Context: an optimization exercise on an open-source flow, tuned for small area. The choices shown serve that exercise and are no tape-out recipe. Function was checked by simulation only, so behaviour that the tests miss may differ from the original. No driver is modelled on the clock port, so clocking that relies on it looks cheaper here than on a real chip. No activity file was given, so power comes from the tool's default toggle rates.

==> module mig_controller, before the edit <==
module mig_controller(
    input                   sys_clk,
    input                   rst,
    input                   calib_done,
    output reg              ib_re,
    input       [256 - 1:0] ib_data,
    input       [7 - 1:0]   ib_count,
    input                   ib_valid,
    input                   ib_empty,
    output                  ob_we,
    output      [128 - 1:0] ob_data,
    input       [7 - 1:0]   ob_count,
    input                   ob_full,
    input                   app_rdy,
    output                  app_en,
    output      [3 - 1:0]   app_cmd,
    output      [30 - 1:0]  app_addr,
    input       [256 - 1:0] app_rd_data,
    input                   app_rd_data_end,
    input                   app_rd_data_valid,
    input                   app_wdf_rdy,
    output reg              app_wdf_wren,
    output      [256 - 1:0] app_wdf_data,
    output                  app_wdf_end,
    output      [32 - 1:0]  app_wdf_mask
);
reg                 st_read;
reg                 st_dec;
reg                 st_cmd;
reg     [28 - 1:0]  ib_data_buf;
reg     [128 - 1:0] wr_data_n;
wire                is_dram   = ib_data_buf[27];
wire                is_read   = ib_data_buf[26];
wire    [26 - 1:0]  dram_addr = ib_data_buf[25:0];
reg                 addr_on;
reg                 prev_valid;
reg     [25 - 1:0]  prev_dram_rd_addr;
reg     [256 - 1:0] prev_dram_rd_data;
reg                 ob_hi;
reg                 ob_lo;
wire dec_dram  = st_dec & is_dram;
wire dec_rd    = dec_dram & is_read;
wire dec_wr    = dec_dram & ~is_read;
wire addr_hit  = prev_valid & (dram_addr[25:1] == prev_dram_rd_addr);
wire ob_ok     = (ob_count < 7'd126);
wire skip_read = dec_rd & addr_hit;
always @(posedge sys_clk) begin
    if (ib_valid) begin
        ib_data_buf <= ib_data[155:128];
        wr_data_n   <= ~ib_data[127:0];
    end
end
always @(posedge sys_clk) begin
    if (rst) begin
        st_read      <= 1'b0;
        st_dec       <= 1'b0;
        st_cmd       <= 1'b0;
        ib_re        <= 1'b0;
        addr_on      <= 1'b0;
        app_wdf_wren <= 1'b0;
    end
    else begin
        ib_re        <= ~st_read & ~st_dec & ~st_cmd & calib_done & ~ib_empty;
        st_read      <= (~st_read & ~st_dec & ~st_cmd & calib_done & ~ib_empty) | (st_read & ~ib_valid);
        st_dec       <= (st_read & ib_valid) | (dec_rd & ~ob_ok) | (dec_wr & ~app_wdf_rdy);
        st_cmd       <= (dec_rd & ob_ok & ~addr_hit) | (dec_wr & app_wdf_rdy) | (st_cmd & ~app_rdy);
        addr_on      <= dec_dram | (st_cmd & ~app_rdy);
        app_wdf_wren <= dec_wr;
    end
end
always @(posedge sys_clk) begin
    if (rst)
        prev_valid <= 1'b0;
    else if (app_rd_data_valid)
        prev_valid <= 1'b1;
end
always @(posedge sys_clk) begin
    if (app_rd_data_valid) begin
        prev_dram_rd_addr <= dram_addr[25:1];
        prev_dram_rd_data <= app_rd_data;
    end
end
wire ob_set = app_rd_data_valid | skip_read;
always @(posedge sys_clk) begin
    if (rst) begin
        ob_hi <= 1'b0;
        ob_lo <= 1'b0;
    end
    else begin
        ob_hi <= ob_set & dram_addr[0];
        ob_lo <= ob_set & ~dram_addr[0];
    end
end
assign ob_we   = ob_hi | ob_lo;
assign ob_data = (prev_dram_rd_data[255:128] & {128{ob_hi}}) | (prev_dram_rd_data[127:0] & {128{ob_lo}});
assign app_en  = st_cmd;
assign app_cmd = {2'b00, addr_on & is_read};
assign app_addr = {2'b00, dram_addr[25:1] & {25{addr_on}}, 3'b000};
wire wd_on = app_wdf_wren | (st_cmd & ~is_read);
wire wd_hi_n = ~(wd_on & dram_addr[0]);
wire wd_lo_n = ~(wd_on & ~dram_addr[0]);
assign app_wdf_end  = app_wdf_wren;
assign app_wdf_data = {~(wr_data_n | {128{wd_hi_n}}), ~(wr_data_n | {128{wd_lo_n}})};
assign app_wdf_mask = {{16{~wd_lo_n}}, {16{~wd_hi_n}}};
endmodule
export LEC_CHECK = 0
export CAP_MARGIN = 20
export CORE_AREA = 5 5 395 145
export DIE_AREA = 0 0 400 150
export SLEW_MARGIN = 20
create_clock -name core_clock -period 5.0 [get_ports {sys_clk}]
standard.sh (not shown) runs the stock make flow with config.mk's settings and CLKGATE_MAP_FILE= SYNTH_SCRIPT=/design/flow/synth_recipe.tcl, a recipe that flattens the netlist after the stock synthesis.
==> flow/flow/run.sh <==
#!/bin/bash
# Standard ORFS layout with these changes:
#  - port buffers are sky130_fd_sc_hd__buf_1 (every port still gets one),
#  - clock tree built from clkbuf_8 with larger sink clusters, no dummy loads,
#  - after CTS, leaf clock buffers with a slow sink slew become clkbuf_16.
set -euo pipefail
export BUFFER_PORTS_ARGS="-buffer_cell sky130_fd_sc_hd__buf_1"
export CTS_ARGS="-sink_clustering_enable -repair_clock_nets -buf_list sky130_fd_sc_hd__clkbuf_8 -dont_use_dummy_load -sink_clustering_size 16 -sink_clustering_max_diameter 80"
export POST_CTS_TCL="$PWD/flow/post_cts.tcl"
export CLK_LEAF_SLEW_LIMIT=0.112
bash standard.sh > standard.log 2>&1
==> flow/flow/post_cts.tcl <==
# Upsize clock-tree leaf buffers whose flip-flop clock pins see a slow slew,
# then legalize the placement again.
estimate_parasitics -placement
set upsized 0
foreach inst [get_cells -hierarchical clkbuf_leaf_*] {
  if {[get_property $inst ref_name] ne "sky130_fd_sc_hd__clkbuf_8"} { continue }
  set out [get_pins -of_objects $inst -filter "direction==output"]
  set net [get_nets -of_objects $out]
  set worst 0
  foreach p [get_pins -of_objects $net -filter "direction==input"] {
    set s [get_property $p slew_max]
    if {$s > $worst} { set worst $s }
  }
  if {$worst > $::env(CLK_LEAF_SLEW_LIMIT)} {
    replace_cell $inst sky130_fd_sc_hd__clkbuf_16
    incr upsized
  }
}
puts "post_cts: upsized $upsized leaf clock buffers"
if {$upsized > 0} {
  detailed_placement
  check_placement -verbose
  estimate_parasitics -placement
}
Rerun with:
--- a/flow/design.v
+++ b/flow/design.v
@@ -4,13 +4,13 @@
     input                   calib_done,
     output reg              ib_re,
     input       [256 - 1:0] ib_data,
     input       [7 - 1:0]   ib_count,
     input                   ib_valid,
     input                   ib_empty,
-    output                  ob_we,
+    output reg              ob_we,
     output      [128 - 1:0] ob_data,
     input       [7 - 1:0]   ob_count,
     input                   ob_full,
     input                   app_rdy,
     output                  app_en,
     output      [3 - 1:0]   app_cmd,
@@ -80,21 +80,22 @@
         prev_dram_rd_data <= app_rd_data;
     end
 end
 wire ob_set = app_rd_data_valid | skip_read;
 always @(posedge sys_clk) begin
     if (rst) begin
+        ob_we <= 1'b0;
         ob_hi <= 1'b0;
         ob_lo <= 1'b0;
     end
     else begin
+        ob_we <= ob_set;
         ob_hi <= ob_set & dram_addr[0];
         ob_lo <= ob_set & ~dram_addr[0];
     end
 end
-assign ob_we   = ob_hi | ob_lo;
 assign ob_data = (prev_dram_rd_data[255:128] & {128{ob_hi}}) | (prev_dram_rd_data[127:0] & {128{ob_lo}});
 assign app_en  = st_cmd;
 assign app_cmd = {2'b00, addr_on & is_read};
 assign app_addr = {2'b00, dram_addr[25:1] & {25{addr_on}}, 3'b000};
 wire wd_on = app_wdf_wren | (st_cmd & ~is_read);
 wire wd_hi_n = ~(wd_on & dram_addr[0]);
- via count rose by 0.78%
- synthesized cell count barely changes
- sequential power is about the same
- cell count is about the same
- wire length fell by 1.9%
- hold slack gains 70 ps
- die area is unchanged
- clock-buffer cell count stays the same
- power increases by 0.61%
- critical path depth increases by 1
- setup slack is better by 33 ps
- cell area barely changes

[separate check: timing with driven ports]
Ports are ideal in the flow. The routed layouts listed here were re-timed in OpenROAD.
Step 1 assumes that a clkbuf_16 drives the clock port and a buf_2 every other input.
Step 2 moves the port delays by t, midway between the first and last clock arrival at a register: inputs arrive t later, outputs are due t later. That takes back most of the time a late clock gives input paths.
Three values: ideal, step 1, step 2; two values: the first two.
| run | shift t [ns] | slack for setup (ns) | latest minus earliest clock arrival (ns) |
|---|---|---|---|
| the first run | 0.706 | 1.142 / 1.089 / 1.794 | 0.092 / 0.091 |
| the second run | 0.708 | 1.175 / 1.121 / 1.829 | 0.066 / 0.066 |
After both steps setup and hold are still met in every run listed.
